This is an optimization exercise on Yosys and OpenROAD, whose aim is small area, a short achievable clock period and few clock cycles per item, not a production implementation.
In this exercise RTL edits were held to simulation tests only and were not proved equivalent to the original.
Power is estimated from default activity; no workload was simulated.

==> flow/design.v (excerpt) <==
module MatrixMultiplication (
    input clk,
    input reset,
    input start,
    input [71:0] A_flat,   
    input [71:0] B_flat,   
    output [71:0] C_flat,  
    output reg done
);
Size in the first run: about 1600 cells after synthesis, ~74 flip-flops, about 220 I/O pins.
==> flow/config.mk <==
export PLATFORM = sky130hd
export DESIGN_NAME = MatrixMultiplication
export DESIGN_NICKNAME = MatrixMultiplication
export VERILOG_FILES = /design/flow/design.v
export SDC_FILE = /design/flow/constraint.sdc
export NUM_CORES = 4
export LEC_CHECK = 0
export CAP_MARGIN = 20
export CORE_MARGIN = 2
export CORE_UTILIZATION = 40
export SETUP_SLACK_MARGIN = 5
export SLEW_MARGIN = 20
export TNS_END_PERCENT = 0
==> flow/constraint.sdc <==
create_clock -name core_clock -period 10.0 [get_ports {clk}]
set_input_delay 2.0000 -clock core_clock [delete_from_list [all_inputs] [get_ports {clk}]]
set_output_delay 2.0000 -clock core_clock [all_outputs]
set_load 0.01 [all_outputs]
standard.sh (not shown) runs the stock make flow with config.mk's settings and CLKGATE_MAP_FILE= SYNTH_SCRIPT=/design/flow/synth_recipe.tcl, a recipe that flattens the netlist after the stock synthesis.
==> flow/flow/run.sh <==
#!/bin/bash
# The standard layout (standard.sh) with three changes:
#  - Yosys's synth skips its early generic ABC pass (-noabc), so the full and
#    half adders that extract_fa finds keep the polarity the RTL gives them;
#  - the final ABC mapping runs flow/abc.script, an area-oriented mapping (map -a, no choice computation);
#  - the port buffers are the smallest buffer cell (buf_1) instead of the cell
#    buffer_ports picks by default (clkdlybuf4s50_1).
# Synthesis is otherwise synth_recipe.tcl unchanged (synth -nofsm -noshare,
# flatten, renames), so the registers and their names are the standard ones.
set -euo pipefail
here=$(pwd)
export SYNTH_ARGS="-noabc"
export BUFFER_PORTS_ARGS="-buffer_cell sky130_fd_sc_hd__buf_1"
{
  head -n 1 synth_recipe.tcl
  sed "s|@ABC_SCRIPT@|$here/flow/abc.script|" flow/abc_override.tcl
  tail -n +2 synth_recipe.tcl
} > my_synth.tcl
sed "s|SYNTH_SCRIPT=[^ ]*|SYNTH_SCRIPT=$here/my_synth.tcl|" standard.sh > my_standard.sh
grep -q "SYNTH_SCRIPT=$here/my_synth.tcl" my_standard.sh
bash my_standard.sh finish > standard_make.log 2>&1
==> flow/flow/abc.script <==
strash
map -a
topo
stime -c
buffer -c
upsize -c
dnsize -c
==> flow/flow/abc_override.tcl <==
# Map with flow/abc.script (area-oriented mapping) in place of the script
# synth_preamble.tcl picks; everything else about the abc call stays as is.
proc abc {args} {
  set i [lsearch -exact $args -script]
  if { $i >= 0 } {
    lset args [expr { $i + 1 }] {@ABC_SCRIPT@}
  }
  yosys abc {*}$args
}
Testbench counts at the start, summed over its fixed seeds: cycles 1,920, items 960.
Next try:
==> flow/flow/run.sh (replaced) <==
#!/bin/bash
# Standard layout with two changes: Yosys's synth skips its early generic ABC pass
# (-noabc; the final ABC mapping still runs), so the full and half adders it finds
# keep their polarity, and the port buffers are the smallest buffer cell.
set -euo pipefail
export SYNTH_ARGS="-noabc"
export BUFFER_PORTS_ARGS="-buffer_cell sky130_fd_sc_hd__buf_1"
bash standard.sh finish > standard_make.log 2>&1
- CORE_UTILIZATION: 40 -> 65
removed: flow/flow/abc.script
removed: flow/flow/abc_override.tcl
Result: Sequential share of layout area hardly moves; wire length goes down by about 7%; global-route usage goes up by 12 points; design area goes down by 0.41%; power goes down by about 3.3%; sequential power goes up by about 2%; worst setup slack got worse by 0.43 ns; sequential cell count stays the same; count of clock-buffer cells in the layout goes down by 1.
Next try:
--- a/flow/flow/run.sh
+++ b/flow/flow/run.sh
@@ -7 +7 @@
-export BUFFER_PORTS_ARGS="-buffer_cell sky130_fd_sc_hd__buf_1"
+export BUFFER_PORTS_ARGS="-buffer_cell sky130_fd_sc_hd__buf_2"
- CORE_UTILIZATION: 65 -> 40
First-iteration DRC count drops by 9.0%.
Register-to-register slack got worse by 0.15 ns.
Clock power drops by 15%.
Final cell count climbs by about 10%.
Clock-buffer cell count climbs by 1.
Hold slack got worse by 0.012 ns.

[afterwards: timing with drivers on the ports]
Ports are ideal in the flow. The routed layouts listed here were re-timed in OpenROAD.
Step 1 (the two cells are an assumption about what drives the block):
set clk [get_ports {clk}]
set_driving_cell -lib_cell sky130_fd_sc_hd__clkbuf_16 $clk
set_driving_cell -lib_cell sky130_fd_sc_hd__buf_2 [delete_from_list [all_inputs] $clk]
Step 2 adds t to the input delays and takes it off the output delays; t is the mean of the earliest and latest rising clock arrival at the registers after step 1. Input paths then give back, and output paths get back, about the clock's delay inside the block.
a / b / c = ideal / step 1 / step 2; a / b = the first two.
run	t, ns	slack for setup (ns)	slew at the worst register clock pin (ns)
the first run	0.421	4.058 / 4.068 / 3.647	0.07 / 0.07
the second run	0.396	3.631 / 3.649 / 3.254	0.07 / 0.07
the third run	0.420	3.563 / 3.593 / 3.173	0.06 / 0.06
After both steps setup and hold are still met in every run listed. For the first run, which loses most, drivers alone change the setup slack by +0.010 ns; drivers and shift together by -0.411 ns.
